Context: an optimization exercise on an open-source flow, tuned for small area and a short achievable clock period. The choices shown serve that exercise and are no tape-out recipe. RTL that was checked went through simulation tests only; none was proved equivalent to the original. The RTL of run 1 was laid out without a check of its function.

==> config.mk <==
export PLATFORM = sky130hd
export DESIGN_NAME = Pipeline_1
export DESIGN_NICKNAME = Pipeline_1
export VERILOG_FILES = /design/flow/design.v
export SDC_FILE = /design/flow/constraint.sdc
export NUM_CORES = 4
export LEC_CHECK = 0
export ABC_AREA = 1
export CAP_MARGIN = 20
export CORE_MARGIN = 2
export CORE_UTILIZATION = 60
export CTS_BUF_LIST = sky130_fd_sc_hd__clkbuf_8
export SLEW_MARGIN = 20
export SYNTH_HIERARCHICAL = 1
export SYNTH_MINIMUM_KEEP_SIZE = 0
==> constraint.sdc <==
create_clock -name core_clock -period 36.0 [get_ports {clk}]
set_input_delay 7.2000 -clock core_clock [delete_from_list [all_inputs] [get_ports {clk}]]
set_output_delay 7.2000 -clock core_clock [all_outputs]
set_load 0.01 [all_outputs]
==> design.v <==
`timescale 1ns / 1ps
module Pipeline_1(
input clk,rst,
input [7:0]a,b,c,d,
output [7:0]out
    );
  wire s1 = a[0] ^ b[0];
  wire c2 = a[0] & b[0];
  wire s3 = a[1] ^ b[1] ^ c2;
  wire c4 = (a[1] & b[1]) | (c2 & (a[1] ^ b[1]));
  wire s5 = a[2] ^ b[2] ^ c4;
  wire c6 = (a[2] & b[2]) | (c4 & (a[2] ^ b[2]));
  wire s7 = a[3] ^ b[3] ^ c6;
  wire c8 = (a[3] & b[3]) | (c6 & (a[3] ^ b[3]));
  wire s9 = a[4] ^ b[4] ^ c8;
  wire c10 = (a[4] & b[4]) | (c8 & (a[4] ^ b[4]));
  wire s11 = a[5] ^ b[5] ^ c10;
  wire c12 = (a[5] & b[5]) | (c10 & (a[5] ^ b[5]));
  wire s13 = a[6] ^ b[6] ^ c12;
  wire c14 = (a[6] & b[6]) | (c12 & (a[6] ^ b[6]));
  wire s15 = a[7] ^ b[7] ^ c14;
  wire s16 = c[0] ^ d[0];
  wire c17 = c[0] | ~d[0];
  wire nd18 = ~d[1];
  wire s19 = c[1] ^ nd18 ^ c17;
  wire c20 = (c[1] & nd18) | (c17 & (c[1] ^ nd18));
  wire nd21 = ~d[2];
  wire s22 = c[2] ^ nd21 ^ c20;
  wire c23 = (c[2] & nd21) | (c20 & (c[2] ^ nd21));
  wire nd24 = ~d[3];
  wire s25 = c[3] ^ nd24 ^ c23;
  wire c26 = (c[3] & nd24) | (c23 & (c[3] ^ nd24));
  wire nd27 = ~d[4];
  wire s28 = c[4] ^ nd27 ^ c26;
  wire c29 = (c[4] & nd27) | (c26 & (c[4] ^ nd27));
  wire nd30 = ~d[5];
  wire s31 = c[5] ^ nd30 ^ c29;
  wire c32 = (c[5] & nd30) | (c29 & (c[5] ^ nd30));
  wire nd33 = ~d[6];
  wire s34 = c[6] ^ nd33 ^ c32;
  wire c35 = (c[6] & nd33) | (c32 & (c[6] ^ nd33));
  wire s36 = ~(c[7] ^ d[7] ^ c35);
  reg [7:0] R1_s, R1_t, R1_d;
  reg R1_v;
  always @(posedge clk) begin
    R1_s <= {s15, s13, s11, s9, s7, s5, s3, s1};
    R1_t <= {s36, s34, s31, s28, s25, s22, s19, s16};
    R1_d <= d;
    R1_v <= ~rst & (|d);
  end
  wire pp37 = R1_s[0] & R1_t[0];
  wire pp38 = R1_s[1] & R1_t[0];
  wire pp39 = R1_s[2] & R1_t[0];
  wire pp40 = R1_s[3] & R1_t[0];
  wire pp41 = R1_s[4] & R1_t[0];
  wire pp42 = R1_s[5] & R1_t[0];
  wire pp43 = R1_s[6] & R1_t[0];
  wire pp44 = R1_s[7] & R1_t[0];
  wire pp45 = R1_s[0] & R1_t[1];
  wire pp46 = R1_s[1] & R1_t[1];
  wire pp47 = R1_s[2] & R1_t[1];
  wire pp48 = R1_s[3] & R1_t[1];
  wire pp49 = R1_s[4] & R1_t[1];
  wire pp50 = R1_s[5] & R1_t[1];
  wire pp51 = R1_s[6] & R1_t[1];
  wire pp52 = R1_s[7] & R1_t[1];
  wire pp53 = R1_s[0] & R1_t[2];
  wire pp54 = R1_s[1] & R1_t[2];
  wire pp55 = R1_s[2] & R1_t[2];
  wire pp56 = R1_s[3] & R1_t[2];
  wire pp57 = R1_s[4] & R1_t[2];
  wire pp58 = R1_s[5] & R1_t[2];
  wire pp59 = R1_s[6] & R1_t[2];
  wire pp60 = R1_s[7] & R1_t[2];
  wire pp61 = R1_s[0] & R1_t[3];
  wire pp62 = R1_s[1] & R1_t[3];
  wire pp63 = R1_s[2] & R1_t[3];
  wire pp64 = R1_s[3] & R1_t[3];
  wire pp65 = R1_s[4] & R1_t[3];
  wire pp66 = R1_s[5] & R1_t[3];
  wire pp67 = R1_s[6] & R1_t[3];
  wire pp68 = R1_s[7] & R1_t[3];
  wire pp69 = R1_s[0] & R1_t[4];
  wire pp70 = R1_s[1] & R1_t[4];
  wire pp71 = R1_s[2] & R1_t[4];
  wire pp72 = R1_s[3] & R1_t[4];
  wire pp73 = R1_s[4] & R1_t[4];
  wire pp74 = R1_s[5] & R1_t[4];
  wire pp75 = R1_s[6] & R1_t[4];
  wire pp76 = R1_s[7] & R1_t[4];
  wire pp77 = R1_s[0] & R1_t[5];
  wire pp78 = R1_s[1] & R1_t[5];
  wire pp79 = R1_s[2] & R1_t[5];
  wire pp80 = R1_s[3] & R1_t[5];
  wire pp81 = R1_s[4] & R1_t[5];
  wire pp82 = R1_s[5] & R1_t[5];
  wire pp83 = R1_s[6] & R1_t[5];
  wire pp84 = R1_s[7] & R1_t[5];
  wire pp85 = R1_s[0] & R1_t[6];
  wire pp86 = R1_s[1] & R1_t[6];
  wire pp87 = R1_s[2] & R1_t[6];
  wire pp88 = R1_s[3] & R1_t[6];
  wire pp89 = R1_s[4] & R1_t[6];
  wire pp90 = R1_s[5] & R1_t[6];
  wire pp91 = R1_s[6] & R1_t[6];
  wire pp92 = R1_s[7] & R1_t[6];
  wire pp93 = R1_s[0] & R1_t[7];
  wire pp94 = R1_s[1] & R1_t[7];
  wire pp95 = R1_s[2] & R1_t[7];
  wire pp96 = R1_s[3] & R1_t[7];
  wire pp97 = R1_s[4] & R1_t[7];
  wire pp98 = R1_s[5] & R1_t[7];
  wire pp99 = R1_s[6] & R1_t[7];
  wire pp100 = R1_s[7] & R1_t[7];
  wire s101 = pp43 ^ pp50;
  wire c102 = pp43 & pp50;
  wire s103 = pp44 ^ pp51 ^ pp58;
  wire c104 = (pp44 & pp51) | (pp58 & (pp44 ^ pp51));
  wire s105 = pp65 ^ pp72;
  wire c106 = pp65 & pp72;
  wire s107 = pp52 ^ pp59 ^ pp66;
  wire c108 = (pp52 & pp59) | (pp66 & (pp52 ^ pp59));
  wire s109 = pp73 ^ pp80;
  wire c110 = pp73 & pp80;
  wire s111 = pp60 ^ pp67 ^ pp74;
  wire c112 = (pp60 & pp67) | (pp74 & (pp60 ^ pp67));
  wire s113 = pp41 ^ pp48;
  wire c114 = pp41 & pp48;
  wire s115 = pp42 ^ pp49 ^ pp56;
  wire c116 = (pp42 & pp49) | (pp56 & (pp42 ^ pp49));
  wire s117 = pp63 ^ pp70;
  wire c118 = pp63 & pp70;
  wire s119 = pp57 ^ pp64 ^ pp71;
  wire c120 = (pp57 & pp64) | (pp71 & (pp57 ^ pp64));
  wire s121 = pp78 ^ pp85 ^ s101;
  wire c122 = (pp78 & pp85) | (s101 & (pp78 ^ pp85));
  wire s123 = pp79 ^ pp86 ^ pp93;
  wire c124 = (pp79 & pp86) | (pp93 & (pp79 ^ pp86));
  wire s125 = c102 ^ s103 ^ s105;
  wire c126 = (c102 & s103) | (s105 & (c102 ^ s103));
  wire s127 = pp87 ^ pp94 ^ c104;
  wire c128 = (pp87 & pp94) | (c104 & (pp87 ^ pp94));
  wire s129 = c106 ^ s107 ^ s109;
  wire c130 = (c106 & s107) | (s109 & (c106 ^ s107));
  wire s131 = pp81 ^ pp88 ^ pp95;
  wire c132 = (pp81 & pp88) | (pp95 & (pp81 ^ pp88));
  wire s133 = c108 ^ c110 ^ s111;
  wire c134 = (c108 & c110) | (s111 & (c108 ^ c110));
  wire s135 = pp68 ^ pp75 ^ pp82;
  wire c136 = (pp68 & pp75) | (pp82 & (pp68 ^ pp75));
  wire s137 = pp89 ^ pp96 ^ c112;
  wire c138 = (pp89 & pp96) | (c112 & (pp89 ^ pp96));
  wire s139 = pp76 ^ pp83 ^ pp90;
  wire c140 = (pp76 & pp83) | (pp90 & (pp76 ^ pp83));
  wire s141 = pp40 ^ pp47;
  wire c142 = pp40 & pp47;
  wire s143 = pp55 ^ pp62 ^ pp69;
  wire c144 = (pp55 & pp62) | (pp69 & (pp55 ^ pp62));
  wire s145 = pp77 ^ c114 ^ s115;
  wire c146 = (pp77 & c114) | (s115 & (pp77 ^ c114));
  wire s147 = c116 ^ c118 ^ s119;
  wire c148 = (c116 & c118) | (s119 & (c116 ^ c118));
  wire s149 = c120 ^ c122 ^ s123;
  wire c150 = (c120 & c122) | (s123 & (c120 ^ c122));
  wire s151 = c124 ^ c126 ^ s127;
  wire c152 = (c124 & c126) | (s127 & (c124 ^ c126));
  wire s153 = c128 ^ c130 ^ s131;
  wire c154 = (c128 & c130) | (s131 & (c128 ^ c130));
  wire s155 = c132 ^ c134 ^ s135;
  wire c156 = (c132 & c134) | (s135 & (c132 ^ c134));
  wire s157 = pp97 ^ c136 ^ c138;
  wire c158 = (pp97 & c136) | (c138 & (pp97 ^ c136));
  wire s159 = pp84 ^ pp91 ^ pp98;
  wire c160 = (pp84 & pp91) | (pp98 & (pp84 ^ pp91));
  wire s161 = pp39 ^ pp46;
  wire c162 = pp39 & pp46;
  wire s163 = pp54 ^ pp61 ^ s141;
  wire c164 = (pp54 & pp61) | (s141 & (pp54 ^ pp61));
  wire s165 = s113 ^ c142 ^ s143;
  wire c166 = (s113 & c142) | (s143 & (s113 ^ c142));
  wire s167 = s117 ^ c144 ^ s145;
  wire c168 = (s117 & c144) | (s145 & (s117 ^ c144));
  wire s169 = s121 ^ c146 ^ s147;
  wire c170 = (s121 & c146) | (s147 & (s121 ^ c146));
  wire s171 = s125 ^ c148 ^ s149;
  wire c172 = (s125 & c148) | (s149 & (s125 ^ c148));
  wire s173 = s129 ^ c150 ^ s151;
  wire c174 = (s129 & c150) | (s151 & (s129 ^ c150));
  wire s175 = s133 ^ c152 ^ s153;
  wire c176 = (s133 & c152) | (s153 & (s133 ^ c152));
  wire s177 = s137 ^ c154 ^ s155;
  wire c178 = (s137 & c154) | (s155 & (s137 ^ c154));
  wire s179 = s139 ^ c156 ^ s157;
  wire c180 = (s139 & c156) | (s157 & (s139 ^ c156));
  wire s181 = c140 ^ c158 ^ s159;
  wire c182 = (c140 & c158) | (s159 & (c140 ^ c158));
  wire s183 = pp92 ^ pp99 ^ c160;
  wire c184 = (pp92 & pp99) | (c160 & (pp92 ^ pp99));
  wire s185 = pp38 ^ pp45;
  wire c186 = pp38 & pp45;
  wire s187 = pp53 ^ s161 ^ c186;
  wire c188 = (pp53 & s161) | (c186 & (pp53 ^ s161));
  wire s189 = c162 ^ s163 ^ c188;
  wire c190 = (c162 & s163) | (c188 & (c162 ^ s163));
  wire s191 = c164 ^ s165 ^ c190;
  wire c192 = (c164 & s165) | (c190 & (c164 ^ s165));
  wire s193 = c166 ^ s167 ^ c192;
  wire c194 = (c166 & s167) | (c192 & (c166 ^ s167));
  wire s195 = c168 ^ s169 ^ c194;
  wire c196 = (c168 & s169) | (c194 & (c168 ^ s169));
  wire s197 = c170 ^ s171 ^ c196;
  wire c198 = (c170 & s171) | (c196 & (c170 ^ s171));
  wire s199 = c172 ^ s173 ^ c198;
  wire c200 = (c172 & s173) | (c198 & (c172 ^ s173));
  wire s201 = c174 ^ s175 ^ c200;
  wire c202 = (c174 & s175) | (c200 & (c174 ^ s175));
  wire s203 = c176 ^ s177 ^ c202;
  wire c204 = (c176 & s177) | (c202 & (c176 ^ s177));
  wire s205 = c178 ^ s179 ^ c204;
  wire c206 = (c178 & s179) | (c204 & (c178 ^ s179));
  wire s207 = c180 ^ s181 ^ c206;
  wire c208 = (c180 & s181) | (c206 & (c180 ^ s181));
  wire s209 = c182 ^ s183 ^ c208;
  wire c210 = (c182 & s183) | (c208 & (c182 ^ s183));
  wire s211 = pp100 ^ c184 ^ c210;
  wire c212 = (pp100 & c184) | (c210 & (pp100 ^ c184));
  wire hz213 = ~(R1_d[1] | R1_d[2] | R1_d[3] | R1_d[4] | R1_d[5] | R1_d[6] | R1_d[7]);
  wire b214 = ~c212 & R1_d[0];
  wire ge215 = ~b214 & hz213;
  wire r216 = c212 ^ (ge215 & R1_d[0]);
  wire hz217 = ~(R1_d[2] | R1_d[3] | R1_d[4] | R1_d[5] | R1_d[6] | R1_d[7]);
  wire b218 = ~s211 & R1_d[0];
  wire b219 = (r216 ^ R1_d[1]) ? ~r216 : b218;
  wire ge220 = ~b219 & hz217;
  wire r221 = s211 ^ (ge220 & R1_d[0]);
  wire r222 = r216 ^ (ge220 & (R1_d[1] ^ b218));
  wire hz223 = ~(R1_d[3] | R1_d[4] | R1_d[5] | R1_d[6] | R1_d[7]);
  wire b224 = ~s209 & R1_d[0];
  wire b225 = (r221 ^ R1_d[1]) ? ~r221 : b224;
  wire b226 = (r222 ^ R1_d[2]) ? ~r222 : b225;
  wire ge227 = ~b226 & hz223;
  wire r228 = s209 ^ (ge227 & R1_d[0]);
  wire r229 = r221 ^ (ge227 & (R1_d[1] ^ b224));
  wire r230 = r222 ^ (ge227 & (R1_d[2] ^ b225));
  wire hz231 = ~(R1_d[4] | R1_d[5] | R1_d[6] | R1_d[7]);
  wire b232 = ~s207 & R1_d[0];
  wire b233 = (r228 ^ R1_d[1]) ? ~r228 : b232;
  wire b234 = (r229 ^ R1_d[2]) ? ~r229 : b233;
  wire b235 = (r230 ^ R1_d[3]) ? ~r230 : b234;
  wire ge236 = ~b235 & hz231;
  wire r237 = s207 ^ (ge236 & R1_d[0]);
  wire r238 = r228 ^ (ge236 & (R1_d[1] ^ b232));
  wire r239 = r229 ^ (ge236 & (R1_d[2] ^ b233));
  wire r240 = r230 ^ (ge236 & (R1_d[3] ^ b234));
  wire hz241 = ~(R1_d[5] | R1_d[6] | R1_d[7]);
  wire b242 = ~s205 & R1_d[0];
  wire b243 = (r237 ^ R1_d[1]) ? ~r237 : b242;
  wire b244 = (r238 ^ R1_d[2]) ? ~r238 : b243;
  wire b245 = (r239 ^ R1_d[3]) ? ~r239 : b244;
  wire b246 = (r240 ^ R1_d[4]) ? ~r240 : b245;
  wire ge247 = ~b246 & hz241;
  wire r248 = s205 ^ (ge247 & R1_d[0]);
  wire r249 = r237 ^ (ge247 & (R1_d[1] ^ b242));
  wire r250 = r238 ^ (ge247 & (R1_d[2] ^ b243));
  wire r251 = r239 ^ (ge247 & (R1_d[3] ^ b244));
  wire r252 = r240 ^ (ge247 & (R1_d[4] ^ b245));
  reg [10:0] R2_p;
  reg [4:0] R2_r;
  reg [7:0] R2_d;
  reg R2_v;
  always @(posedge clk) begin
    R2_p <= {s203, s201, s199, s197, s195, s193, s191, s189, s187, s185, pp37};
    R2_r <= {r252, r251, r250, r249, r248};
    R2_d <= {R1_d[7], R1_d[6], R1_d[5], R1_d[4], R1_d[3], R1_d[2], R1_d[1], R1_d[0]};
    R2_v <= ~rst & R1_v;
  end
  wire hz253 = ~(R2_d[6] | R2_d[7]);
  wire b254 = ~R2_p[10] & R2_d[0];
  wire b255 = (R2_r[0] ^ R2_d[1]) ? ~R2_r[0] : b254;
  wire b256 = (R2_r[1] ^ R2_d[2]) ? ~R2_r[1] : b255;
  wire b257 = (R2_r[2] ^ R2_d[3]) ? ~R2_r[2] : b256;
  wire b258 = (R2_r[3] ^ R2_d[4]) ? ~R2_r[3] : b257;
  wire b259 = (R2_r[4] ^ R2_d[5]) ? ~R2_r[4] : b258;
  wire ge260 = ~b259 & hz253;
  wire r261 = R2_p[10] ^ (ge260 & R2_d[0]);
  wire r262 = R2_r[0] ^ (ge260 & (R2_d[1] ^ b254));
  wire r263 = R2_r[1] ^ (ge260 & (R2_d[2] ^ b255));
  wire r264 = R2_r[2] ^ (ge260 & (R2_d[3] ^ b256));
  wire r265 = R2_r[3] ^ (ge260 & (R2_d[4] ^ b257));
  wire r266 = R2_r[4] ^ (ge260 & (R2_d[5] ^ b258));
  wire hz267 = ~(R2_d[7]);
  wire b268 = ~R2_p[9] & R2_d[0];
  wire b269 = (r261 ^ R2_d[1]) ? ~r261 : b268;
  wire b270 = (r262 ^ R2_d[2]) ? ~r262 : b269;
  wire b271 = (r263 ^ R2_d[3]) ? ~r263 : b270;
  wire b272 = (r264 ^ R2_d[4]) ? ~r264 : b271;
  wire b273 = (r265 ^ R2_d[5]) ? ~r265 : b272;
  wire b274 = (r266 ^ R2_d[6]) ? ~r266 : b273;
  wire ge275 = ~b274 & hz267;
  wire r276 = R2_p[9] ^ (ge275 & R2_d[0]);
  wire r277 = r261 ^ (ge275 & (R2_d[1] ^ b268));
  wire r278 = r262 ^ (ge275 & (R2_d[2] ^ b269));
  wire r279 = r263 ^ (ge275 & (R2_d[3] ^ b270));
  wire r280 = r264 ^ (ge275 & (R2_d[4] ^ b271));
  wire r281 = r265 ^ (ge275 & (R2_d[5] ^ b272));
  wire r282 = r266 ^ (ge275 & (R2_d[6] ^ b273));
  wire b283 = ~R2_p[8] & R2_d[0];
  wire b284 = (r276 ^ R2_d[1]) ? ~r276 : b283;
  wire b285 = (r277 ^ R2_d[2]) ? ~r277 : b284;
  wire b286 = (r278 ^ R2_d[3]) ? ~r278 : b285;
  wire b287 = (r279 ^ R2_d[4]) ? ~r279 : b286;
  wire b288 = (r280 ^ R2_d[5]) ? ~r280 : b287;
  wire b289 = (r281 ^ R2_d[6]) ? ~r281 : b288;
  wire b290 = (r282 ^ R2_d[7]) ? ~r282 : b289;
  wire ge291 = ~b290;
  wire r292 = R2_p[8] ^ (ge291 & R2_d[0]);
  wire r293 = r276 ^ (ge291 & (R2_d[1] ^ b283));
  wire r294 = r277 ^ (ge291 & (R2_d[2] ^ b284));
  wire r295 = r278 ^ (ge291 & (R2_d[3] ^ b285));
  wire r296 = r279 ^ (ge291 & (R2_d[4] ^ b286));
  wire r297 = r280 ^ (ge291 & (R2_d[5] ^ b287));
  wire r298 = r281 ^ (ge291 & (R2_d[6] ^ b288));
  wire r299 = r282 ^ (ge291 & (R2_d[7] ^ b289));
  wire b300 = ~R2_p[7] & R2_d[0];
  wire b301 = (r292 ^ R2_d[1]) ? ~r292 : b300;
  wire b302 = (r293 ^ R2_d[2]) ? ~r293 : b301;
  wire b303 = (r294 ^ R2_d[3]) ? ~r294 : b302;
  wire b304 = (r295 ^ R2_d[4]) ? ~r295 : b303;
  wire b305 = (r296 ^ R2_d[5]) ? ~r296 : b304;
  wire b306 = (r297 ^ R2_d[6]) ? ~r297 : b305;
  wire b307 = (r298 ^ R2_d[7]) ? ~r298 : b306;
  wire ge308 = r299 | ~b307;
  wire r309 = R2_p[7] ^ (ge308 & R2_d[0]);
  wire r310 = r292 ^ (ge308 & (R2_d[1] ^ b300));
  wire r311 = r293 ^ (ge308 & (R2_d[2] ^ b301));
  wire r312 = r294 ^ (ge308 & (R2_d[3] ^ b302));
  wire r313 = r295 ^ (ge308 & (R2_d[4] ^ b303));
  wire r314 = r296 ^ (ge308 & (R2_d[5] ^ b304));
  wire r315 = r297 ^ (ge308 & (R2_d[6] ^ b305));
  wire r316 = r298 ^ (ge308 & (R2_d[7] ^ b306));
  wire b317 = ~R2_p[6] & R2_d[0];
  wire b318 = (r309 ^ R2_d[1]) ? ~r309 : b317;
  wire b319 = (r310 ^ R2_d[2]) ? ~r310 : b318;
  wire b320 = (r311 ^ R2_d[3]) ? ~r311 : b319;
  wire b321 = (r312 ^ R2_d[4]) ? ~r312 : b320;
  wire b322 = (r313 ^ R2_d[5]) ? ~r313 : b321;
  wire b323 = (r314 ^ R2_d[6]) ? ~r314 : b322;
  wire b324 = (r315 ^ R2_d[7]) ? ~r315 : b323;
  wire ge325 = r316 | ~b324;
  wire r326 = R2_p[6] ^ (ge325 & R2_d[0]);
  wire r327 = r309 ^ (ge325 & (R2_d[1] ^ b317));
  wire r328 = r310 ^ (ge325 & (R2_d[2] ^ b318));
  wire r329 = r311 ^ (ge325 & (R2_d[3] ^ b319));
  wire r330 = r312 ^ (ge325 & (R2_d[4] ^ b320));
  wire r331 = r313 ^ (ge325 & (R2_d[5] ^ b321));
  wire r332 = r314 ^ (ge325 & (R2_d[6] ^ b322));
  wire r333 = r315 ^ (ge325 & (R2_d[7] ^ b323));
  wire b334 = ~R2_p[5] & R2_d[0];
  wire b335 = (r326 ^ R2_d[1]) ? ~r326 : b334;
  wire b336 = (r327 ^ R2_d[2]) ? ~r327 : b335;
  wire b337 = (r328 ^ R2_d[3]) ? ~r328 : b336;
  wire b338 = (r329 ^ R2_d[4]) ? ~r329 : b337;
  wire b339 = (r330 ^ R2_d[5]) ? ~r330 : b338;
  wire b340 = (r331 ^ R2_d[6]) ? ~r331 : b339;
  wire b341 = (r332 ^ R2_d[7]) ? ~r332 : b340;
  wire ge342 = r333 | ~b341;
  wire r343 = R2_p[5] ^ (ge342 & R2_d[0]);
  wire r344 = r326 ^ (ge342 & (R2_d[1] ^ b334));
  wire r345 = r327 ^ (ge342 & (R2_d[2] ^ b335));
  wire r346 = r328 ^ (ge342 & (R2_d[3] ^ b336));
  wire r347 = r329 ^ (ge342 & (R2_d[4] ^ b337));
  wire r348 = r330 ^ (ge342 & (R2_d[5] ^ b338));
  wire r349 = r331 ^ (ge342 & (R2_d[6] ^ b339));
  wire r350 = r332 ^ (ge342 & (R2_d[7] ^ b340));
  wire b351 = ~R2_p[4] & R2_d[0];
  wire b352 = (r343 ^ R2_d[1]) ? ~r343 : b351;
  wire b353 = (r344 ^ R2_d[2]) ? ~r344 : b352;
  wire b354 = (r345 ^ R2_d[3]) ? ~r345 : b353;
  wire b355 = (r346 ^ R2_d[4]) ? ~r346 : b354;
  wire b356 = (r347 ^ R2_d[5]) ? ~r347 : b355;
  wire b357 = (r348 ^ R2_d[6]) ? ~r348 : b356;
  wire b358 = (r349 ^ R2_d[7]) ? ~r349 : b357;
  wire ge359 = r350 | ~b358;
  wire r360 = R2_p[4] ^ (ge359 & R2_d[0]);
  wire r361 = r343 ^ (ge359 & (R2_d[1] ^ b351));
  wire r362 = r344 ^ (ge359 & (R2_d[2] ^ b352));
  wire r363 = r345 ^ (ge359 & (R2_d[3] ^ b353));
  wire r364 = r346 ^ (ge359 & (R2_d[4] ^ b354));
  wire r365 = r347 ^ (ge359 & (R2_d[5] ^ b355));
  wire r366 = r348 ^ (ge359 & (R2_d[6] ^ b356));
  wire r367 = r349 ^ (ge359 & (R2_d[7] ^ b357));
  wire b368 = ~R2_p[3] & R2_d[0];
  wire b369 = (r360 ^ R2_d[1]) ? ~r360 : b368;
  wire b370 = (r361 ^ R2_d[2]) ? ~r361 : b369;
  wire b371 = (r362 ^ R2_d[3]) ? ~r362 : b370;
  wire b372 = (r363 ^ R2_d[4]) ? ~r363 : b371;
  wire b373 = (r364 ^ R2_d[5]) ? ~r364 : b372;
  wire b374 = (r365 ^ R2_d[6]) ? ~r365 : b373;
  wire b375 = (r366 ^ R2_d[7]) ? ~r366 : b374;
  wire ge376 = r367 | ~b375;
  wire r377 = R2_p[3] ^ (ge376 & R2_d[0]);
  wire r378 = r360 ^ (ge376 & (R2_d[1] ^ b368));
  wire r379 = r361 ^ (ge376 & (R2_d[2] ^ b369));
  wire r380 = r362 ^ (ge376 & (R2_d[3] ^ b370));
  wire r381 = r363 ^ (ge376 & (R2_d[4] ^ b371));
  wire r382 = r364 ^ (ge376 & (R2_d[5] ^ b372));
  wire r383 = r365 ^ (ge376 & (R2_d[6] ^ b373));
  wire r384 = r366 ^ (ge376 & (R2_d[7] ^ b374));
  wire b385 = ~R2_p[2] & R2_d[0];
  wire b386 = (r377 ^ R2_d[1]) ? ~r377 : b385;
  wire b387 = (r378 ^ R2_d[2]) ? ~r378 : b386;
  wire b388 = (r379 ^ R2_d[3]) ? ~r379 : b387;
  wire b389 = (r380 ^ R2_d[4]) ? ~r380 : b388;
  wire b390 = (r381 ^ R2_d[5]) ? ~r381 : b389;
  wire b391 = (r382 ^ R2_d[6]) ? ~r382 : b390;
  wire b392 = (r383 ^ R2_d[7]) ? ~r383 : b391;
  wire ge393 = r384 | ~b392;
  wire r394 = R2_p[2] ^ (ge393 & R2_d[0]);
  wire r395 = r377 ^ (ge393 & (R2_d[1] ^ b385));
  wire r396 = r378 ^ (ge393 & (R2_d[2] ^ b386));
  wire r397 = r379 ^ (ge393 & (R2_d[3] ^ b387));
  wire r398 = r380 ^ (ge393 & (R2_d[4] ^ b388));
  wire r399 = r381 ^ (ge393 & (R2_d[5] ^ b389));
  wire r400 = r382 ^ (ge393 & (R2_d[6] ^ b390));
  wire r401 = r383 ^ (ge393 & (R2_d[7] ^ b391));
  reg [1:0] R3_p;
  reg [7:0] R3_r;
  reg [5:0] R3_q;
  reg [7:0] R3_d;
  reg R3_v;
  always @(posedge clk) begin
    R3_p <= {R2_p[1], R2_p[0]};
    R3_r <= {r401, r400, r399, r398, r397, r396, r395, r394};
    R3_q <= {ge308, ge325, ge342, ge359, ge376, ge393};
    R3_d <= {R2_d[7], R2_d[6], R2_d[5], R2_d[4], R2_d[3], R2_d[2], R2_d[1], R2_d[0]};
    R3_v <= ~rst & R2_v;
  end
  wire [7:0] seg3_out;
  Pipeline_1_seg3 u_seg3 (
    .p({R3_p[1], R3_p[0]}),
    .r({R3_r[7], R3_r[6], R3_r[5], R3_r[4], R3_r[3], R3_r[2], R3_r[1], R3_r[0]}),
    .q({R3_q[5], R3_q[4], R3_q[3], R3_q[2], R3_q[1], R3_q[0]}),
    .d({R3_d[7], R3_d[6], R3_d[5], R3_d[4], R3_d[3], R3_d[2], R3_d[1], R3_d[0]}),
    .v({R3_v}),
    .o_out(seg3_out)
  );
  assign out = {seg3_out[7], seg3_out[6], seg3_out[5], seg3_out[4], seg3_out[3], seg3_out[2], seg3_out[1], seg3_out[0]};
endmodule
module Pipeline_1_seg3(
  input [1:0] p,
  input [7:0] r,
  input [5:0] q,
  input [7:0] d,
  input [0:0] v,
  output [7:0] o_out
);
  wire b1 = ~p[1] & d[0];
  wire b2 = (r[0] ^ d[1]) ? ~r[0] : b1;
  wire b3 = (r[1] ^ d[2]) ? ~r[1] : b2;
  wire b4 = (r[2] ^ d[3]) ? ~r[2] : b3;
  wire b5 = (r[3] ^ d[4]) ? ~r[3] : b4;
  wire b6 = (r[4] ^ d[5]) ? ~r[4] : b5;
  wire b7 = (r[5] ^ d[6]) ? ~r[5] : b6;
  wire b8 = (r[6] ^ d[7]) ? ~r[6] : b7;
  wire ge9 = r[7] | ~b8;
  wire r10 = p[1] ^ (ge9 & d[0]);
  wire r11 = r[0] ^ (ge9 & (d[1] ^ b1));
  wire r12 = r[1] ^ (ge9 & (d[2] ^ b2));
  wire r13 = r[2] ^ (ge9 & (d[3] ^ b3));
  wire r14 = r[3] ^ (ge9 & (d[4] ^ b4));
  wire r15 = r[4] ^ (ge9 & (d[5] ^ b5));
  wire r16 = r[5] ^ (ge9 & (d[6] ^ b6));
  wire r17 = r[6] ^ (ge9 & (d[7] ^ b7));
  wire b18 = ~p[0] & d[0];
  wire b19 = (r10 ^ d[1]) ? ~r10 : b18;
  wire b20 = (r11 ^ d[2]) ? ~r11 : b19;
  wire b21 = (r12 ^ d[3]) ? ~r12 : b20;
  wire b22 = (r13 ^ d[4]) ? ~r13 : b21;
  wire b23 = (r14 ^ d[5]) ? ~r14 : b22;
  wire b24 = (r15 ^ d[6]) ? ~r15 : b23;
  wire b25 = (r16 ^ d[7]) ? ~r16 : b24;
  wire ge26 = r17 | ~b25;
  wire r27 = p[0] ^ (ge26 & d[0]);
  wire r28 = r10 ^ (ge26 & (d[1] ^ b18));
  wire r29 = r11 ^ (ge26 & (d[2] ^ b19));
  wire r30 = r12 ^ (ge26 & (d[3] ^ b20));
  wire r31 = r13 ^ (ge26 & (d[4] ^ b21));
  wire r32 = r14 ^ (ge26 & (d[5] ^ b22));
  wire r33 = r15 ^ (ge26 & (d[6] ^ b23));
  wire r34 = r16 ^ (ge26 & (d[7] ^ b24));
  wire o35 = ge26 & v[0];
  wire o36 = ge9 & v[0];
  wire o37 = q[0] & v[0];
  wire o38 = q[1] & v[0];
  wire o39 = q[2] & v[0];
  wire o40 = q[3] & v[0];
  wire o41 = q[4] & v[0];
  wire o42 = q[5] & v[0];
  assign o_out = {o42, o41, o40, o39, o38, o37, o36, o35};
endmodule
==> run.sh <==
#!/bin/bash
# synth_recipe.tcl (not shown) runs the flow's synth.tcl, then flattens the netlist and writes it again
# the make line also repeats each setting of config.mk as NAME=value (left out here)
make -C /OpenROAD-flow-scripts/flow DESIGN_CONFIG=/design/flow/config.mk WORK_HOME=/design/flow/orfs CLKGATE_MAP_FILE= SYNTH_SCRIPT=/design/flow/synth_recipe.tcl finish
==> results.sh, run 1 <==
export IMPL_run_status="finished clean"
export IMPL_crit_fanout=24
export IMPL_grt_pass1_vias=6631
export IMPL_place_detailed_hpwl_um=14000
export IMPL_max_slew_worst_pin_slew_ns=0.975
export IMPL_clockBufferDepth=2
export IMPL_timing_setup_critical_path_class="reg -> reg"
export IMPL_cp_data_arrival_time_ns=11.23
export IMPL_initial_core_util_pct=61.6
export IMPL_via_per_inst=4.90
export IMPL_netlist_cell_type_count=49
export IMPL_rsz_0062_raised_after_global_routing="false"
export IMPL_critPathRequiredTime_ns=36.25
export IMPL_gp_congestion=0.914
export IMPL_critPathLaunchType="flip-flop"
export IMPL_synth_sequential_area_ratio_pct=17.6
export IMPL_die_width_um=123
export IMPL_timing_critical_path_mode_cell="sky130_fd_sc_hd__nand2_2"
export IMPL_grt_util_all_layers_pct=25.0
export IMPL_multiInputGateArea_um2=5680
export IMPL_area_growth_synth_to_final_pct=5.24
export IMPL_cts_post_setup_buffers_inserted=0
export IMPL_finalClockSkew_ns=0.00914
export IMPL_cpMaxStageDelayCell="sky130_fd_sc_hd__dfxtp_1"
export IMPL_clock_insertion_delay_worst_skew_ns=0.36
export IMPL_synth_fp_nets=1313
export IMPL_rows=43
export IMPL_dieHeight_um=123
export IMPL_cts_resized=0
export IMPL_die_area_um2=15200
export IMPL_cts_hold_buffers=0
export IMPL_final_setup_worst_slack_ns=25.02
export IMPL_clock_tree_root_cell="sky130_fd_sc_hd__clkbuf_8"
export IMPL_setup_worst_path_end_class="flip-flop"
export IMPL_slew_viol_final=0
export IMPL_clk_transition_reported_paths_ns=0.08
export IMPL_clock_tree_from_tritoncts="built"
export IMPL_floorplan_io_pins=42
export IMPL_min_delay_path_class="reg -> reg"
export IMPL_avgSynthCellArea_um2=7.07
export IMPL_cts_buffers=9
export IMPL_proportion_of_layout_cells_with_a_drive_suffix_above_1_pct=13.7
export IMPL_register_area_um2=1500
export IMPL_netlist_area_um2=8550
export IMPL_vias_after_detailed_routing=6862
export IMPL_max_freq_ghz=0.0910
export IMPL_placement_io_buffers=41
export IMPL_cts_htree_levels=3
export IMPL_antennaDiodeCount=0
export IMPL_finalSetupViolCount=0
export IMPL_timing_hold_violations_final=0
export IMPL_area_of_the_core_region_um2=13900
export IMPL_global_route_wire_length_before_repair_um=30200
export IMPL_setup_total_negative_slack_ns=0
export IMPL_final_fill_count=1359
export IMPL_detail_route_iter0_violations=316
export IMPL_detail_route_wirelength_um=17300
export IMPL_cts_sinks=75
export IMPL_drtAntennaViolNets=0
export IMPL_antenna_found_initial=0
export IMPL_grt_max_degree=25
export IMPL_detail_route_drc_violations=0
export IMPL_drv_cap=0
export IMPL_design_final_nets=1321
export IMPL_final_period_utilization_pct=30.5
export IMPL_detailedRoute_firstPassIterationCount=5
export IMPL_synthesis_instances=1209
export IMPL_dp_worst_setup_slack_ns=25.06
export IMPL_ys_ff_latch=75
export IMPL_cpPeakStageDelay_ns=0.96
export IMPL_max_slew_margin_rel_pct=34.9
export IMPL_finalCriticalPeriod_ns=10.98
export IMPL_route_detailed_wl_per_inst_um=12.3
export IMPL_global_route_overflow_total=0
export IMPL_yosys_warnings=7
-- cell type report --
type | instances | area share [%]
Sequential cell | 75 | 16.7
Clock inverter | 6 | 0.918
Timing Repair Buffer | 45 | 4.90
Clock buffer | 9 | 1.38
Multi-Input combinational cell | 842 | 63.1
Tap cell | 180 | 2.50
Inverter | 244 | 10.5
-- critical path: cells and delay by family (launching register included) --
kind / cells / cell delay (ns)
xor gates and xnor gates: 1 / 0.19
buffers and inverters: 2 / 0.22
and+or+nand+nor: 107 / 9.46
DFF: 1 / 0.96
-- cell usage after synthesis (all sizes together) --
| master | number | area share (%) |
|---|---|---|
| a211oi | 2 | 0.18 |
| a21boi | 2 | 0.31 |
| a21o | 2 | 0.18 |
| a21oi | 12 | 0.75 |
| and2 | 1 | 0.088 |
| buf | 22 | 2.5 |
| bufinv | 1 | 0.20 |
| clkbuf | 26 | 2.4 |
| clkinv | 1 | 0.044 |
| dfxtp | 75 | 18 |
| fa | 60 | 14 |
| ha | 10 | 1.5 |
| inv | 242 | 11 |
| nand2 | 418 | 21 |
| nand3 | 162 | 13 |
| nand3b | 3 | 0.26 |
| nand4 | 4 | 0.29 |
| nor2 | 35 | 1.6 |
| nor3 | 3 | 0.18 |
| nor4 | 2 | 0.15 |
| o21a | 2 | 0.19 |
| o21ai | 21 | 1.3 |
| o22ai | 1 | 0.073 |
| o311ai | 1 | 0.10 |
| or2 | 10 | 0.73 |
| xnor2 | 15 | 1.5 |
| xnor3 | 4 | 1.1 |
| xor2 | 72 | 8.3 |
-- state kept, by name, indices dropped and copies added (netlist names), 2 cells and up --
name / flops
R1_t: 8
R3_d: 8
R2_d: 8
R3_r: 8
R1_s: 8
R3_q: 6
R1_d: 8
R3_p: 2
R2_p: 11
R2_r: 5
-- metrics by stage --
| step | cell area, um^2 | hold slack, ns | utilization (%) | std cells |
|---|---|---|---|---|
| 2_1_floorplan | 8550 | 0.310 | - | 1209 |
| 3_3_place_gp | 8790 | 0.313 | 63.3 | 1386 |
| 3_5_place_dp | 8790 | 0.315 | 63.3 | 1386 |
| 4_1_cts | 9000 | 0.334 | 64.8 | 1401 |
| 5_1_grt | 9000 | 0.338 | 64.8 | 1401 |
| 6_report | 9000 | 0.331 | 64.8 | 1401 |
-- per-layer routing --
metal  wire [um]  track usage [%]  vias up
li1            -                -     3605
met1        7510             30.4     3140
met2        9050             46.6       96
met3         486             3.18       21
met4         231             6.11        0
met5           0                0        -
-- cell usage in the layout, fill, tap and decap left out, drive strengths merged --
| cell type | count |
|---|---|
| a211oi | 2 |
| and2 | 1 |
| nor4 | 2 |
| xnor3 | 4 |
| buf | 4 |
| a21o | 2 |
| inv | 243 |
| clkbuf | 9 |
| o22ai | 1 |
| o21ai | 21 |
| o311ai | 1 |
| xnor2 | 15 |
| a21oi | 12 |
| ha | 10 |
| fa | 60 |
| nand3b | 3 |
| nand3 | 162 |
| nand4 | 4 |
| o21a | 2 |
| a21boi | 2 |
| nor2 | 35 |
| dfxtp | 75 |
| nand2 | 418 |
| clkdlybuf4s50 | 41 |
| clkinv | 4 |
| or2 | 10 |
| xor2 | 72 |
| nor3 | 3 |
| bufinv | 3 |
-- final timing paths --
path                         from              end  depth (start not counted)  slack, ns
hold reg to reg   R2_p[1]$_DFF_P_  R3_p[1]$_DFF_P_                          0       0.33
hold / removal    R2_p[1]$_DFF_P_  R3_p[1]$_DFF_P_                          0       0.33
setup / recovery  R2_d[0]$_DFF_P_  R3_r[3]$_DFF_P_                        110      25.02
setup reg to reg  R2_d[0]$_DFF_P_  R3_r[3]$_DFF_P_                        110      25.02
-- cells by family (layout without fill, tap and decap cells) --
| family | after synthesis | after routing | synth area share, % |
|---|---|---|---|
| xor gates and xnor gates | 91 | 91 | 10.9 |
| adders and majority gates | 70 | 70 | 15.5 |
| AOI/OAI and AO/OA | 43 | 43 | 3.04 |
| DFF | 75 | 75 | 17.6 |
| and+or+nand+nor | 638 | 638 | 37.0 |
| buffers and inverters | 292 | 304 | 16.0 |
-- modules after synthesis (local to each module, per instance) --
| module | cell area [um^2] | cells inside | flip-flops and latches |
|---|---|---|---|
| Pipeline_1_seg3 | 708 | 141 | 0 |
| Pipeline_1 | 7840 | 1068 | 75 |
==> inputs of run 2 (changes only) <==
--- a/design.v
+++ b/design.v
@@ -264,46 +264,46 @@
   wire r250 = r238 ^ (ge247 & (R1_d[2] ^ b243));
   wire r251 = r239 ^ (ge247 & (R1_d[3] ^ b244));
   wire r252 = r240 ^ (ge247 & (R1_d[4] ^ b245));
-  reg [10:0] R2_p;
-  reg [4:0] R2_r;
+  wire hz253 = ~(R1_d[6] | R1_d[7]);
+  wire b254 = ~s203 & R1_d[0];
+  wire b255 = (r248 ^ R1_d[1]) ? ~r248 : b254;
+  wire b256 = (r249 ^ R1_d[2]) ? ~r249 : b255;
+  wire b257 = (r250 ^ R1_d[3]) ? ~r250 : b256;
+  wire b258 = (r251 ^ R1_d[4]) ? ~r251 : b257;
+  wire b259 = (r252 ^ R1_d[5]) ? ~r252 : b258;
+  wire ge260 = ~b259 & hz253;
+  wire r261 = s203 ^ (ge260 & R1_d[0]);
+  wire r262 = r248 ^ (ge260 & (R1_d[1] ^ b254));
+  wire r263 = r249 ^ (ge260 & (R1_d[2] ^ b255));
+  wire r264 = r250 ^ (ge260 & (R1_d[3] ^ b256));
+  wire r265 = r251 ^ (ge260 & (R1_d[4] ^ b257));
+  wire r266 = r252 ^ (ge260 & (R1_d[5] ^ b258));
+  reg [9:0] R2_p;
+  reg [5:0] R2_r;
   reg [7:0] R2_d;
   reg R2_v;
   always @(posedge clk) begin
-    R2_p <= {s203, s201, s199, s197, s195, s193, s191, s189, s187, s185, pp37};
-    R2_r <= {r252, r251, r250, r249, r248};
+    R2_p <= {s201, s199, s197, s195, s193, s191, s189, s187, s185, pp37};
+    R2_r <= {r266, r265, r264, r263, r262, r261};
     R2_d <= {R1_d[7], R1_d[6], R1_d[5], R1_d[4], R1_d[3], R1_d[2], R1_d[1], R1_d[0]};
     R2_v <= ~rst & R1_v;
   end
-  wire hz253 = ~(R2_d[6] | R2_d[7]);
-  wire b254 = ~R2_p[10] & R2_d[0];
-  wire b255 = (R2_r[0] ^ R2_d[1]) ? ~R2_r[0] : b254;
-  wire b256 = (R2_r[1] ^ R2_d[2]) ? ~R2_r[1] : b255;
-  wire b257 = (R2_r[2] ^ R2_d[3]) ? ~R2_r[2] : b256;
-  wire b258 = (R2_r[3] ^ R2_d[4]) ? ~R2_r[3] : b257;
-  wire b259 = (R2_r[4] ^ R2_d[5]) ? ~R2_r[4] : b258;
-  wire ge260 = ~b259 & hz253;
-  wire r261 = R2_p[10] ^ (ge260 & R2_d[0]);
-  wire r262 = R2_r[0] ^ (ge260 & (R2_d[1] ^ b254));
-  wire r263 = R2_r[1] ^ (ge260 & (R2_d[2] ^ b255));
-  wire r264 = R2_r[2] ^ (ge260 & (R2_d[3] ^ b256));
-  wire r265 = R2_r[3] ^ (ge260 & (R2_d[4] ^ b257));
-  wire r266 = R2_r[4] ^ (ge260 & (R2_d[5] ^ b258));
   wire hz267 = ~(R2_d[7]);
   wire b268 = ~R2_p[9] & R2_d[0];
-  wire b269 = (r261 ^ R2_d[1]) ? ~r261 : b268;
-  wire b270 = (r262 ^ R2_d[2]) ? ~r262 : b269;
-  wire b271 = (r263 ^ R2_d[3]) ? ~r263 : b270;
-  wire b272 = (r264 ^ R2_d[4]) ? ~r264 : b271;
-  wire b273 = (r265 ^ R2_d[5]) ? ~r265 : b272;
-  wire b274 = (r266 ^ R2_d[6]) ? ~r266 : b273;
+  wire b269 = (R2_r[0] ^ R2_d[1]) ? ~R2_r[0] : b268;
+  wire b270 = (R2_r[1] ^ R2_d[2]) ? ~R2_r[1] : b269;
+  wire b271 = (R2_r[2] ^ R2_d[3]) ? ~R2_r[2] : b270;
+  wire b272 = (R2_r[3] ^ R2_d[4]) ? ~R2_r[3] : b271;
+  wire b273 = (R2_r[4] ^ R2_d[5]) ? ~R2_r[4] : b272;
+  wire b274 = (R2_r[5] ^ R2_d[6]) ? ~R2_r[5] : b273;
   wire ge275 = ~b274 & hz267;
   wire r276 = R2_p[9] ^ (ge275 & R2_d[0]);
-  wire r277 = r261 ^ (ge275 & (R2_d[1] ^ b268));
-  wire r278 = r262 ^ (ge275 & (R2_d[2] ^ b269));
-  wire r279 = r263 ^ (ge275 & (R2_d[3] ^ b270));
-  wire r280 = r264 ^ (ge275 & (R2_d[4] ^ b271));
-  wire r281 = r265 ^ (ge275 & (R2_d[5] ^ b272));
-  wire r282 = r266 ^ (ge275 & (R2_d[6] ^ b273));
+  wire r277 = R2_r[0] ^ (ge275 & (R2_d[1] ^ b268));
+  wire r278 = R2_r[1] ^ (ge275 & (R2_d[2] ^ b269));
+  wire r279 = R2_r[2] ^ (ge275 & (R2_d[3] ^ b270));
+  wire r280 = R2_r[3] ^ (ge275 & (R2_d[4] ^ b271));
+  wire r281 = R2_r[4] ^ (ge275 & (R2_d[5] ^ b272));
+  wire r282 = R2_r[5] ^ (ge275 & (R2_d[6] ^ b273));
   wire b283 = ~R2_p[8] & R2_d[0];
   wire b284 = (r276 ^ R2_d[1]) ? ~r276 : b283;
   wire b285 = (r277 ^ R2_d[2]) ? ~r277 : b284;
@@ -406,40 +406,23 @@
   wire r382 = r364 ^ (ge376 & (R2_d[5] ^ b372));
   wire r383 = r365 ^ (ge376 & (R2_d[6] ^ b373));
   wire r384 = r366 ^ (ge376 & (R2_d[7] ^ b374));
-  wire b385 = ~R2_p[2] & R2_d[0];
-  wire b386 = (r377 ^ R2_d[1]) ? ~r377 : b385;
-  wire b387 = (r378 ^ R2_d[2]) ? ~r378 : b386;
-  wire b388 = (r379 ^ R2_d[3]) ? ~r379 : b387;
-  wire b389 = (r380 ^ R2_d[4]) ? ~r380 : b388;
-  wire b390 = (r381 ^ R2_d[5]) ? ~r381 : b389;
-  wire b391 = (r382 ^ R2_d[6]) ? ~r382 : b390;
-  wire b392 = (r383 ^ R2_d[7]) ? ~r383 : b391;
-  wire ge393 = r384 | ~b392;
-  wire r394 = R2_p[2] ^ (ge393 & R2_d[0]);
-  wire r395 = r377 ^ (ge393 & (R2_d[1] ^ b385));
-  wire r396 = r378 ^ (ge393 & (R2_d[2] ^ b386));
-  wire r397 = r379 ^ (ge393 & (R2_d[3] ^ b387));
-  wire r398 = r380 ^ (ge393 & (R2_d[4] ^ b388));
-  wire r399 = r381 ^ (ge393 & (R2_d[5] ^ b389));
-  wire r400 = r382 ^ (ge393 & (R2_d[6] ^ b390));
-  wire r401 = r383 ^ (ge393 & (R2_d[7] ^ b391));
-  reg [1:0] R3_p;
+  reg [2:0] R3_p;
   reg [7:0] R3_r;
-  reg [5:0] R3_q;
+  reg [4:0] R3_q;
   reg [7:0] R3_d;
   reg R3_v;
   always @(posedge clk) begin
-    R3_p <= {R2_p[1], R2_p[0]};
-    R3_r <= {r401, r400, r399, r398, r397, r396, r395, r394};
-    R3_q <= {ge308, ge325, ge342, ge359, ge376, ge393};
+    R3_p <= {R2_p[2], R2_p[1], R2_p[0]};
+    R3_r <= {r384, r383, r382, r381, r380, r379, r378, r377};
+    R3_q <= {ge308, ge325, ge342, ge359, ge376};
     R3_d <= {R2_d[7], R2_d[6], R2_d[5], R2_d[4], R2_d[3], R2_d[2], R2_d[1], R2_d[0]};
     R3_v <= ~rst & R2_v;
   end
   wire [7:0] seg3_out;
   Pipeline_1_seg3 u_seg3 (
-    .p({R3_p[1], R3_p[0]}),
+    .p({R3_p[2], R3_p[1], R3_p[0]}),
     .r({R3_r[7], R3_r[6], R3_r[5], R3_r[4], R3_r[3], R3_r[2], R3_r[1], R3_r[0]}),
-    .q({R3_q[5], R3_q[4], R3_q[3], R3_q[2], R3_q[1], R3_q[0]}),
+    .q({R3_q[4], R3_q[3], R3_q[2], R3_q[1], R3_q[0]}),
     .d({R3_d[7], R3_d[6], R3_d[5], R3_d[4], R3_d[3], R3_d[2], R3_d[1], R3_d[0]}),
     .v({R3_v}),
     .o_out(seg3_out)
@@ -447,14 +430,14 @@
   assign out = {seg3_out[7], seg3_out[6], seg3_out[5], seg3_out[4], seg3_out[3], seg3_out[2], seg3_out[1], seg3_out[0]};
 endmodule
 module Pipeline_1_seg3(
-  input [1:0] p,
+  input [2:0] p,
   input [7:0] r,
-  input [5:0] q,
+  input [4:0] q,
   input [7:0] d,
   input [0:0] v,
   output [7:0] o_out
 );
-  wire b1 = ~p[1] & d[0];
+  wire b1 = ~p[2] & d[0];
   wire b2 = (r[0] ^ d[1]) ? ~r[0] : b1;
   wire b3 = (r[1] ^ d[2]) ? ~r[1] : b2;
   wire b4 = (r[2] ^ d[3]) ? ~r[2] : b3;
@@ -463,7 +446,7 @@
   wire b7 = (r[5] ^ d[6]) ? ~r[5] : b6;
   wire b8 = (r[6] ^ d[7]) ? ~r[6] : b7;
   wire ge9 = r[7] | ~b8;
-  wire r10 = p[1] ^ (ge9 & d[0]);
+  wire r10 = p[2] ^ (ge9 & d[0]);
   wire r11 = r[0] ^ (ge9 & (d[1] ^ b1));
   wire r12 = r[1] ^ (ge9 & (d[2] ^ b2));
   wire r13 = r[2] ^ (ge9 & (d[3] ^ b3));
@@ -471,7 +454,7 @@
   wire r15 = r[4] ^ (ge9 & (d[5] ^ b5));
   wire r16 = r[5] ^ (ge9 & (d[6] ^ b6));
   wire r17 = r[6] ^ (ge9 & (d[7] ^ b7));
-  wire b18 = ~p[0] & d[0];
+  wire b18 = ~p[1] & d[0];
   wire b19 = (r10 ^ d[1]) ? ~r10 : b18;
   wire b20 = (r11 ^ d[2]) ? ~r11 : b19;
   wire b21 = (r12 ^ d[3]) ? ~r12 : b20;
@@ -480,7 +463,7 @@
   wire b24 = (r15 ^ d[6]) ? ~r15 : b23;
   wire b25 = (r16 ^ d[7]) ? ~r16 : b24;
   wire ge26 = r17 | ~b25;
-  wire r27 = p[0] ^ (ge26 & d[0]);
+  wire r27 = p[1] ^ (ge26 & d[0]);
   wire r28 = r10 ^ (ge26 & (d[1] ^ b18));
   wire r29 = r11 ^ (ge26 & (d[2] ^ b19));
   wire r30 = r12 ^ (ge26 & (d[3] ^ b20));
@@ -488,13 +471,30 @@
   wire r32 = r14 ^ (ge26 & (d[5] ^ b22));
   wire r33 = r15 ^ (ge26 & (d[6] ^ b23));
   wire r34 = r16 ^ (ge26 & (d[7] ^ b24));
-  wire o35 = ge26 & v[0];
-  wire o36 = ge9 & v[0];
-  wire o37 = q[0] & v[0];
-  wire o38 = q[1] & v[0];
-  wire o39 = q[2] & v[0];
-  wire o40 = q[3] & v[0];
-  wire o41 = q[4] & v[0];
-  wire o42 = q[5] & v[0];
-  assign o_out = {o42, o41, o40, o39, o38, o37, o36, o35};
+  wire b35 = ~p[0] & d[0];
+  wire b36 = (r27 ^ d[1]) ? ~r27 : b35;
+  wire b37 = (r28 ^ d[2]) ? ~r28 : b36;
+  wire b38 = (r29 ^ d[3]) ? ~r29 : b37;
+  wire b39 = (r30 ^ d[4]) ? ~r30 : b38;
+  wire b40 = (r31 ^ d[5]) ? ~r31 : b39;
+  wire b41 = (r32 ^ d[6]) ? ~r32 : b40;
+  wire b42 = (r33 ^ d[7]) ? ~r33 : b41;
+  wire ge43 = r34 | ~b42;
+  wire r44 = p[0] ^ (ge43 & d[0]);
+  wire r45 = r27 ^ (ge43 & (d[1] ^ b35));
+  wire r46 = r28 ^ (ge43 & (d[2] ^ b36));
+  wire r47 = r29 ^ (ge43 & (d[3] ^ b37));
+  wire r48 = r30 ^ (ge43 & (d[4] ^ b38));
+  wire r49 = r31 ^ (ge43 & (d[5] ^ b39));
+  wire r50 = r32 ^ (ge43 & (d[6] ^ b40));
+  wire r51 = r33 ^ (ge43 & (d[7] ^ b41));
+  wire o52 = ge43 & v[0];
+  wire o53 = ge26 & v[0];
+  wire o54 = ge9 & v[0];
+  wire o55 = q[0] & v[0];
+  wire o56 = q[1] & v[0];
+  wire o57 = q[2] & v[0];
+  wire o58 = q[3] & v[0];
+  wire o59 = q[4] & v[0];
+  assign o_out = {o59, o58, o57, o56, o55, o54, o53, o52};
 endmodule
==> run 2 against run 1 <==
Net effect: register-to-register slack is essentially flat; design area shrank 3.6%.
==> results.sh, run 2 <==
export IMPL_largest_register_ffs=10
export IMPL_layout_common_cells="355 x sky130_fd_sc_hd__nand2_1, 236 x sky130_fd_sc_hd__inv_1, 106 x sky130_fd_sc_hd__nand3_1"
export IMPL_detail_route_wirelength_um=14900
export IMPL_critPathLaunchType="flip-flop"
export IMPL_min_delay_path_class="reg -> reg"
export IMPL_proportion_of_layout_cells_with_a_drive_suffix_above_1_pct=10.9
export IMPL_ff_to_ff_start="R1_s[4]$_DFF_P_"
export IMPL_final_period_utilization_pct=30.9
export IMPL_rr_worst_depth=59
export IMPL_detailedRoute_firstPassIterationCount=5
export IMPL_dieHeight_um=120
export IMPL_finalCriticalPeriod_ns=11.13
export IMPL_cts_htree_levels=3
export IMPL_post_synth_edffs=0
export IMPL_die_area_um2=14500
export IMPL_finalSetupViolCount=0
export IMPL_timing_setup_critical_path_class="reg -> out"
export IMPL_timing_critical_path_mode_cell="sky130_fd_sc_hd__nand3_2"
export IMPL_drv_cap=0
export IMPL_route_detailed_wl_per_inst_um=10.8
export IMPL_cp_data_arrival_time_ns=3.93
export IMPL_cts_resized=0
export IMPL_max_slew_worst_pin_slew_ns=0.812
export IMPL_synth_ff_type="sky130_fd_sc_hd__dfxtp_1"
export IMPL_synth_area_leader_cell="sky130_fd_sc_hd__dfxtp_1"
export IMPL_regMostFlops="R2_p"
export IMPL_global_route_wire_length_before_repair_um=26800
export IMPL_antennaDiodeCount=0
export IMPL_cpMaxStageDelayCell="sky130_fd_sc_hd__clkdlybuf4s50_1"
export IMPL_die_width_um=120
export IMPL_hold_path_endpoint="R3_p[1]$_DFF_P_"
export IMPL_synth_top_cell_area_share_pct=18.4
export IMPL_floorplan_io_pins=42
export IMPL_worst_hold_slack_ns=0.329
export IMPL_area_growth_synth_to_final_pct=6.56
export IMPL_worst_hold_startpoint="R2_p[1]$_DFF_P_"
export IMPL_via_per_inst=4.80
export IMPL_cts_buffers=9
export IMPL_grt_max_degree=23
export IMPL_detail_route_iter0_violations=236
export IMPL_setup_worst_path_end_class="output port"
export IMPL_postSynth_asyncResetShare_pct=0
export IMPL_slew_viol_final=0
export IMPL_avgSynthCellArea_um2=6.85
export IMPL_yosys_warnings=7
export IMPL_yosys_cell_count_top_type="sky130_fd_sc_hd__nand2_1"
export IMPL_drtAntennaViolNets=0
export IMPL_max_freq_ghz=0.0898
export IMPL_antenna_found_initial=0
export IMPL_synth_top_cells_by_area="sky130_fd_sc_hd__dfxtp_1 18%, sky130_fd_sc_hd__nand2_1 16%, sky130_fd_sc_hd__fa_1 15%"
export IMPL_crit_fanout=10
export IMPL_timing_hold_violations_final=0
export IMPL_setup_total_negative_slack_ns=0
export IMPL_initial_core_util_pct=61.5
export IMPL_run_status="finished clean"
export IMPL_area_of_the_core_region_um2=13200
export IMPL_gp_congestion=0.851
export IMPL_netlist_cell_type_count=45
export IMPL_hold_path_depth=0
export IMPL_finalClockSkew_ns=0.00700
export IMPL_cpPeakStageDelay_ns=0.54
export IMPL_mostFrequentLayoutCell="sky130_fd_sc_hd__nand2_1"
export IMPL_critPathRequiredTime_ns=28.80
export IMPL_clk_transition_reported_paths_ns=0.07
export IMPL_synthesis_instances=1189
export IMPL_synth_sequential_area_ratio_pct=18.4
export IMPL_rows=42
export IMPL_clock_tree_root_cell="sky130_fd_sc_hd__clkbuf_8"
export IMPL_max_slew_margin_rel_pct=45.8
export IMPL_synth_fp_nets=1293
export IMPL_grt_util_all_layers_pct=22.5
export IMPL_cts_sinks=75
export IMPL_global_route_overflow_total=0
export IMPL_netlist_area_um2=8140
export IMPL_detail_route_drc_violations=0
export IMPL_rsz_0062_raised_after_global_routing="false"
export IMPL_timing_rr_end="R2_r[3]$_DFF_P_"
export IMPL_synth_commonest_cells="355 x sky130_fd_sc_hd__nand2_1, 235 x sky130_fd_sc_hd__inv_1, 106 x sky130_fd_sc_hd__nand3_1"
export IMPL_design_final_nets=1301
export IMPL_worst_r2r_setup_slack_ns=25.02
export IMPL_place_detailed_hpwl_um=12500
export IMPL_ys_ff_latch=75
export IMPL_vias_after_detailed_routing=6614
export IMPL_cts_hold_buffers=0
export IMPL_grt_pass1_vias=6291
export IMPL_clock_insertion_delay_worst_skew_ns=0.37
export IMPL_cts_post_setup_buffers_inserted=0
export IMPL_placement_io_buffers=41
export IMPL_clockBufferDepth=2
export IMPL_clock_tree_from_tritoncts="built"
[run 2: cell type report]
cell class,count,area [um^2]
tap,176,220
fill,1212,4570
sequential,75,1500
inverter,242,913
multi-input combinational,827,5450
clock inverter,6,32.5
timing repair buffer,42,418
clock buffer,10,138
[run 2: Yosys stat by module (local to each module, per instance)]
| module | area, um^2 | times used | flip-flops and latches | cells inside |
|---|---|---|---|---|
| Pipeline_1 | 7060 | 1 | 75 | 981 |
| Pipeline_1_seg3 | 1080 | 1 | 0 | 208 |
[run 2: how the worst max path moves through the flow]
stage | endpoint | start
6_report | out[0] | R3_d[1]$_DFF_P_
5_1_grt | R2_r[4]$_DFF_P_ | R1_s[4]$_DFF_P_
4_1_cts | out[0] | R3_d[1]$_DFF_P_
3_5_place_dp | R2_r[3]$_DFF_P_ | R1_t[0]$_DFF_P_
3_3_place_gp | out[0] | R3_d[1]$_DFF_P_
2_1_floorplan | R2_r[3]$_DFF_P_ | R1_s[5]$_DFF_P_
[run 2: layer usage]
metal	vias to the layer above	share of wire (%)	track usage, %
met3	21	2.6	3.54
met5	-	0	0
li1	3550	-	-
met2	86	51	41.9
met4	0	1.7	5.96
met1	2957	45	26.7
[run 2: cell families (layout without fill, tap and decap cells)]
group           after synthesis  count (layout)  share of synthesized area [%]
simple gates                612             612                           36.2
fa+ha+maj                    71              71                           16.4
xor+xnor                     89              89                           10.4
buf+inv                     287             300                           14.6
flops                        75              75                           18.4
compound gates               55              55                           3.89
[run 2: metrics by stage]
stage	cells	setup slack, ns	utilization, %	area (um^2)
CTS	1378	24.83	65.5	8670
global route	1378	23.88	65.5	8670
global placement	1362	25.25	64.2	8500
floorplan	1189	25.77	-	8140
finish	1378	24.87	65.5	8670
detailed placement	1362	25.07	64.2	8500
[run 2: critical path: cells and delay by family, from the launching register on]
family	cells	cell delay [ns]
buffers and inverters	4	0.76
AND/OR/NAND/NOR	25	2.08
flip-flops	1	0.39
AO/OA/AOI/OAI	1	0.10
XOR/XNOR	1	0.23

[re-timing with driven ports]
How much do the figures lean on ideal ports? The routed layouts below were timed once more, with nothing changed but the port constraints. Step 1 sets driving cells, clkbuf_16 on the clock port and buf_2 on the other inputs (assumed; they add their load-dependent delay and slew). Step 2 also shifts input and output timing later by t, the mid clock arrival at the registers, as if the neighbouring blocks saw the same clock. Three values: ideal, step 1, step 2; two values: the first two.
run | t (ns) | setup WS [ns] | hold slack, ns
run 1 | 0.392 | 25.015 / 25.015 / 25.015 | 0.331 / 0.331 / 0.331
run 2 | 0.402 | 24.869 / 24.832 / 25.024 | 0.329 / 0.329 / 0.329
After both steps every run listed still meets setup and hold.
